Source: an optimization exercise on an open RTL-to-GDS flow (aim: small area and a short achievable clock period). Production flows keep margins and buffers that such runs may drop. Function was checked by simulation only, so behaviour that the tests miss may differ from the original.

==> flow/design.v <==
module dfl(clk,reset,up_out,d1
    );
input clk,reset;
input [15:0] up_out;
output reg [15:0] d1;
always @(posedge clk,posedge reset)
begin
if(reset)
begin
    d1<=0;
end
else 
begin
  d1<=up_out;
end	 
end
endmodule
module dflo(clk,reset,low,d13
    );
input clk,reset;
input [15:0] low;
output reg [15:0] d13;
always @(posedge clk,posedge reset)
begin
if(reset)
begin
    d13<=0;
end
else 
begin
  d13<=low;
end	 
end
endmodule
module dfh(clk,reset,low_out,d15
    );
input clk,reset;
input [15:0] low_out;
output reg [15:0] d15;
always @(posedge clk,posedge reset)
begin
if(reset)
begin
    d15<=0;
end
else 
begin
  d15<=low_out;
end	 
end
endmodule
module dfho(clk,reset,high,d47
    );
input clk,reset;
input [15:0] high;
output reg [15:0] d47;
always @(posedge clk,posedge reset)
begin
if(reset)
begin
    d47<=0;
end
else 
begin
  d47<=high;
end	 
end
endmodule
module dfd(clk,reset,high_out,d48
    );
input clk,reset;
input [15:0] high_out;
output reg [15:0] d48;
always @(posedge clk,posedge reset)
begin
if(reset)
begin
    d48<=0;
end
else 
begin
  d48<=high_out;
end	 
end
endmodule
module dfa(clk,reset,sqr_out,d52
    );
input clk,reset;
input [15:0] sqr_out;
output reg [15:0] d52;
always @(posedge clk,posedge reset)
begin
if(reset)
begin
    d52<=0;
end
else 
begin
  d52<=sqr_out;
end	 
end
endmodule
module qrs(
input clk,
input reset,
input signed [15:0] data_in,
output  signed [15:0] up,
output  signed [15:0] low,
output  signed [15:0] low_out,
output  signed [15:0] high,
output  signed [15:0] high_out,
output  signed [15:0] deri_out,
output  signed [15:0] sqr_out,
output  signed [15:0] avg_out,
output  signed [15:0] data_out
    );
reg signed [15:0] up_out;
wire [15:0] d1,d2,d3,d4,d5,d6,d7,d8,d9,d10,d11,d12,d13,d14,d15,d16,d17,d18,d19,d20,d21,d22,d23,d24,d25,d26,d27,d28,d29,d30,d31,d32,d33 ,d34,d35,d36,d37,d38,d39,d40,d41,d42,d43,d44,d45,d46,d47,d48,d49,d50,d51,d52,d53;
reg signed [15:0] down_out;
reg signed [15:0] data_wait;
reg i;
always @ (posedge clk, posedge reset) 
begin 
	if(reset)
	begin
          up_out <= 16'd0;
          i <= 1'b0;
	end
	else
	begin
       if (i==1'b0) 
		  begin
           up_out <= data_in;
			  i <= 1'b1;
        end
       else 
		  begin
          up_out <= 24'd0;
          i <= 1'b0;
        end
	 end
end
assign up = up_out; 
dfl A1(clk,reset,up_out,d1);
dfl A2(clk,reset,d1,d2);
dfl A3(clk,reset,d2,d3);
dfl A4(clk,reset,d3,d4);
dfl A5(clk,reset,d4,d5);
dfl A6(clk,reset,d5,d6);
dfl A7(clk,reset,d6,d7);
dfl A8(clk,reset,d7,d8);
dfl A9(clk,reset,d8,d9);
dfl A10(clk,reset,d9,d10);
dfl A11(clk,reset,d10,d11);
dfl A12(clk,reset,d11,d12);
 assign low=( up_out-(2*d6)+ d12 )/32;
dflo B1(clk,reset,low,d13);
dflo B2(clk,reset,d13,d14);
assign low_out=( ( up_out-(2*d6)+d12 )/32 )+(2*d13)-d14;
dfh A15(clk,reset,low_out,d15);
dfh A16(clk,reset,d15,d16);
dfh A17(clk,reset,d16,d17);
dfh A18(clk,reset,d17,d18);
dfh A19(clk,reset,d18,d19);
dfh A20(clk,reset,d19,d20);
dfh A21(clk,reset,d20,d21);
dfh A22(clk,reset,d21,d22);
dfh A23(clk,reset,d22,d23);
dfh A24(clk,reset,d23,d24);
dfh A25(clk,reset,d24,d25);
dfh A26(clk,reset,d25,d26);
dfh A27(clk,reset,d26,d27);
dfh A28(clk,reset,d27,d28);
dfh A29(clk,reset,d28,d29);
dfh A30(clk,reset,d29,d30);
dfh A31(clk,reset,d30,d31);
dfh A32(clk,reset,d31,d32);
dfh A33(clk,reset,d32,d33);
dfh A34(clk,reset,d33,d34);
dfh A35(clk,reset,d34,d35);
dfh A36(clk,reset,d35,d36);
dfh A37(clk,reset,d36,d37);
dfh A38(clk,reset,d37,d38);
dfh A39(clk,reset,d38,d39);
dfh A40(clk,reset,d39,d40);
dfh A41(clk,reset,d40,d41);
dfh A42(clk,reset,d41,d42);
dfh A43(clk,reset,d42,d43);
dfh A44(clk,reset,d43,d44);
dfh A45(clk,reset,d44,d45);
dfh A46(clk,reset,d45,d46);
 assign high=(low_out)-(d46);
dfho B3(clk,reset,high,d47);
assign high_out=(low_out)-(d46)+(d47);
dfd A47(clk,reset,high_out,d48);
dfd A48(clk,reset,d48,d49);
dfd A49(clk,reset,d49,d50);
dfd A50(clk,reset,d50,d51);
assign deri_out=( (2*high_out)+d48-d50-(2*d51) )/8;
assign sqr_out=( (deri_out)*(deri_out) );
dfa A51(clk,reset,sqr_out,d52);
dfa A52(clk,reset,d52,d53);
assign avg_out=( (sqr_out)+d52+d53 )/3;
reg j;
always @ (posedge clk, posedge reset)
begin
 if (reset)
		  begin
           down_out <= 16'd0;
           data_wait <= 16'd0;
           j <= 1'b0;
        end
 else if (j==1'b0) 
		  begin
           down_out <= avg_out;
			  j <= 1'b1;
        end
   else 
		 begin
         data_wait<= avg_out;
          j <= 1'b0;
       end     
end
assign data_out = down_out;
endmodule
==> flow/config.mk <==
export PLATFORM = sky130hd
export DESIGN_NAME = qrs
export DESIGN_NICKNAME = qrs
export VERILOG_FILES = /design/flow/design.v
export SDC_FILE = /design/flow/constraint.sdc
export NUM_CORES = 4
export LEC_CHECK = 0
export CAP_MARGIN = 20
export CORE_MARGIN = 2
export CORE_UTILIZATION = 40
export SLEW_MARGIN = 20
==> flow/run.sh <==
#!/bin/bash
# synth_recipe.tcl (not shown) runs the flow's synth.tcl, then flattens the netlist and writes it again
# the make line also repeats each setting of config.mk as NAME=value (left out here)
make -C /OpenROAD-flow-scripts/flow DESIGN_CONFIG=/design/flow/config.mk WORK_HOME=/design/flow/orfs CLKGATE_MAP_FILE= SYNTH_SCRIPT=/design/flow/synth_recipe.tcl finish
==> flow/constraint.sdc <==
create_clock -name core_clock -period 25.0 [get_ports {clk}]
set_input_delay 5.0000 -clock core_clock [delete_from_list [all_inputs] [get_ports {clk}]]
set_output_delay 5.0000 -clock core_clock [all_outputs]
set_load 0.01 [all_outputs]
==> results.txt <==
cell usage in the layout, fill, tap and decap left out, types with 8 or more instances in the layout:
cell type / netlist / routed
xor2_1: 32 / 24
nor2_1: 113 / 108
a21boi_1: 0 / 12
clkbuf_1: 9 / 18
nand2_1: 92 / 91
mux2_2: 13 / 13
and3_1: 13 / 13
and2_1: 14 / 14
a21oi_2: 0 / 11
a21boi_0: 21 / 8
o21ai_0: 55 / 48
xnor2_2: 1 / 21
nand3_1: 8 / 8
dfrtp_1: 880 / 880
clkbuf_8: 0 / 20
buf_4: 5 / 39
nor3_1: 25 / 23
clkbuf_16: 0 / 87
a21o_1: 29 / 29
ha_1: 169 / 167
inv_1: 412 / 410
o21bai_1: 30 / 28
nor2b_1: 28 / 28
clkdlybuf4s50_1: 0 / 158
mux2i_1: 8 / 8
clkinv_2: 0 / 16
xnor2_1: 82 / 61
nand2b_1: 12 / 12
a31oi_1: 11 / 9
a21oi_1: 74 / 63
fa_1: 131 / 131
kinds of logic after synthesis:
family | count (synthesis) | synth area share (%)
buffers and inverters | 439 | 5.05
flip-flops | 880 | 65.9
AND/OR/NAND/NOR | 337 | 4.77
XOR/XNOR | 115 | 3.04
multiplexers | 21 | 0.678
adder cells (fa/ha/maj) | 301 | 14.2
AO/OA/AOI/OAI | 301 | 6.36
other | 1 | 0.0112
path summary, 6_finish.rpt:
check	startpoint	to	slack, ns	depth (start not counted)
setup / recovery	up_out[2]$_DFF_PP0_	avg_out[0]	0.98	75
hold / removal	A2.d1[12]$_DFF_PP0_	A3.d1[12]$_DFF_PP0_	0.31	0
setup reg to reg	up_out[2]$_DFF_PP0_	down_out[0]$_DFFE_PP0N_	6.64	74
hold reg to reg	A2.d1[12]$_DFF_PP0_	A3.d1[12]$_DFF_PP0_	0.31	0
max in group asynchronous	reset	A47.d48[5]$_DFF_PP0_	16.65	6
min in group asynchronous	reset	A43.d15[0]$_DFF_PP0_	4.82	2
area by class of cell:
type                       instances  share of cell area [%]
clock buffer                     125                    6.27
antenna                            1                 0.00623
clock inverter                    36                    1.19
inverter                         416                    3.90
tap                             1080                    3.36
sequential                       880                    54.8
multi-input combinational       1080                    25.6
timing repair buffer             203                    4.88
what timing repair did:
| action | in CTS | in global routing |
|---|---|---|
| buffers inserted | 6 | 17 |
| cloned | 2 | 1 |
| setup endpoints to repair | 5 | 5 |
| gates resized for setup | 31 | 73 |
| pin swaps | 3 | 20 |
critical path, delay by kind of cell (launching register included):
family | cells | cell delay [ns]
adder cells (fa/ha/maj) | 18 | 7.53
buffers and inverters | 12 | 1.19
AND/OR/NAND/NOR | 13 | 2.24
multiplexers | 1 | 0.30
XOR/XNOR | 5 | 1.15
flip-flops | 1 | 0.42
AO/OA/AOI/OAI | 26 | 5.58
per-stage QoR:
step / setup WS (ns) / hold WS, ns / area [um^2]
final: 0.984 / 0.309 / 40200
after global routing: -0.160 / 0.322 / 40200
after CTS: 0.0797 / 0.305 / 39700
after detailed placement: -0.613 / 0.335 / 36400
after global placement: -0.0272 / 0.331 / 36400
after floorplan: 2.69 / 0.331 / 33400
per-layer routing:
| layer | wire [um] | up-vias | GRT usage (%) | part of all wire, % |
|---|---|---|---|---|
| met5 | 0 | - | 0 | 0 |
| met4 | 1810 | 0 | 5.15 | 3.1 |
| li1 | - | 8127 | - | - |
| met3 | 2810 | 132 | 2.84 | 4.9 |
| met2 | 27100 | 434 | 22.7 | 47 |
| met1 | 26200 | 8997 | 18.8 | 45 |
synth_stat cells, types with 7 or more instances:
library cell  count
dfrtp_1         880
inv_1           412
ha_1            169
fa_1            131
nor2_1          113
nand2_1          92
xnor2_1          82
a21oi_1          74
o21ai_0          55
xor2_1           32
o21bai_1         30
a21o_1           29
nor2b_1          28
nor3_1           25
a21boi_0         21
and2_1           14
and3_1           13
mux2_2           13
nand2b_1         12
a31oi_1          11
clkbuf_1          9
mux2i_1           8
nand3_1           8
nand4_1           7
o21a_1            7
==> flow_metrics.py <==
metrics = {
    "synthesis": {
        "synth_area_um2": 33400,
        "yosys-top-cells-area": "dfrtp_1, fa_1, ha_1, inv_1, xnor2_1",
        "synth-seq-cells": 880,
        "ys_types": 89,
        "synth_edf_count": 0,
        "synth_top_area_share_pct": 65.9,
        "syn_inst": 2395,
        "synth_area_leader_cell": "dfrtp_1",
        "avgSynthCellArea_um2": 14.0,
        "synthArstFlopShare_pct": 100,
        "synth_top_flop_cell": "dfrtp_1",
        "seq_area_frac_synth_pct": 65.9,
        "yosys_warnings": 7,
    },
    "sta": {
        "slew_headroom_pct": 29.2,
        "fin_skew_ns": 0.0526,
        "fmax_mhz": 41.6,
        "hold_violations": 0,
        "period_minus_slack_ns": 24.02,
        "worstMarginPinSlew_ns": 1.05,
        "rsz0062_at_grt": "true",
        "setup_viol": 0,
        "period_share_pct": 96.1,
        "finalMaxSlewViolations": 0,
        "setup_tns_ns": 0,
    },
    "die": {
        "die_h_um": 293,
        "fp.dieW_um": 293,
        "core_area_um2": 83200,
        "start_util_pct": 40.2,
        "die_area_um2": 85900,
        "ios": 162,
        "rows": 106,
    },
    "layout": {
        "drive_gt1_share_pct": 10.9,
        "area_growth_pct": 20.2,
        "seqCellArea_um2": 22000,
        "nets": 2986,
        "finalNonFillerCells": 3821,
        "n_fill_cell": 7068,
        "final_util_pct": 48.3,
        "multi_input_area_um2": 10300,
    },
    "clock_tree": {
        "clkLatencyLatePin_ns": 0.64,
        "hold_buffers": 0,
        "path_clk_slew_ns": 0.06,
        "ctsLongestPathBuffers": 3,
        "cts_root_buffer": "clkbuf_16",
        "htree_num_levels": 3,
        "clock_sinks": 880,
        "cts_tree": "done",
        "cts_buffers": 87,
    },
    "global_routing": {
        "first_global_vias": 19000,
        "antenna_found_initial": 0,
        "grt_use_total_pct": 14.0,
        "overflow": 0,
        "grt_max_degree": 193,
        "grt_pass1_wl_um": 96800,
    },
    "placement": {
        "dp_hpwl_um": 39700,
        "portBuffers": 160,
        "dp_cells": 3633,
        "place.gp.congestion": 0.828,
    },
    "route": {
        "wl_per_cell_um": 15.1,
        "via_per_inst": 4.63,
        "drt_iter0_drc": 927,
        "drc": 0,
        "via_count": 17700,
        "dr.pass1.iters": 8,
        "postRouteAntennaNets": 0,
        "wl_um": 57900,
    },
    "setup_path": {
        "endpoint_kind": "primary output",
        "critPathRequiredTime_ns": 20.00,
        "critPathMaxStageDelay_ns": 0.57,
        "crit_fanout": 20,
        "cp-start-kind": "flop",
        "cp.arrival_ns": 19.02,
        "path_class": "reg2out",
        "cpMaxStageDelayCell": "fa_1",
    },
    "status": {
        "status": "no timing/DRC/antenna violations",
    },
    "min_path": {
        "hold_class": "reg2reg",
    },
    "flow_run": {
        "cap_violations": 0,
    },
}

## port drivers added, routing unchanged
In the flow no input, the clock included, has a driving cell. The finished layout below was timed again as built, in two steps. Step 1 sets driving cells, clkbuf_16 on the clock port and buf_2 on the other inputs (assumed; they add their load-dependent delay and slew). Step 2, shift: input delay + t, output delay - t, t = (earliest + latest rising clock arrival at the registers) / 2. This alone moves slack from input paths to output paths. Three values: ideal, step 1, step 2; two values: the first two.
shift t [ns]: 0.685
slack for setup (ns): 0.984 / 0.923 / 1.609
worst hold slack (ns): 0.309 / 0.309 / 0.309
After both steps this run still meets setup and hold. The setup slack of this run moves by -0.061 ns with the drivers and by +0.625 ns with both steps.
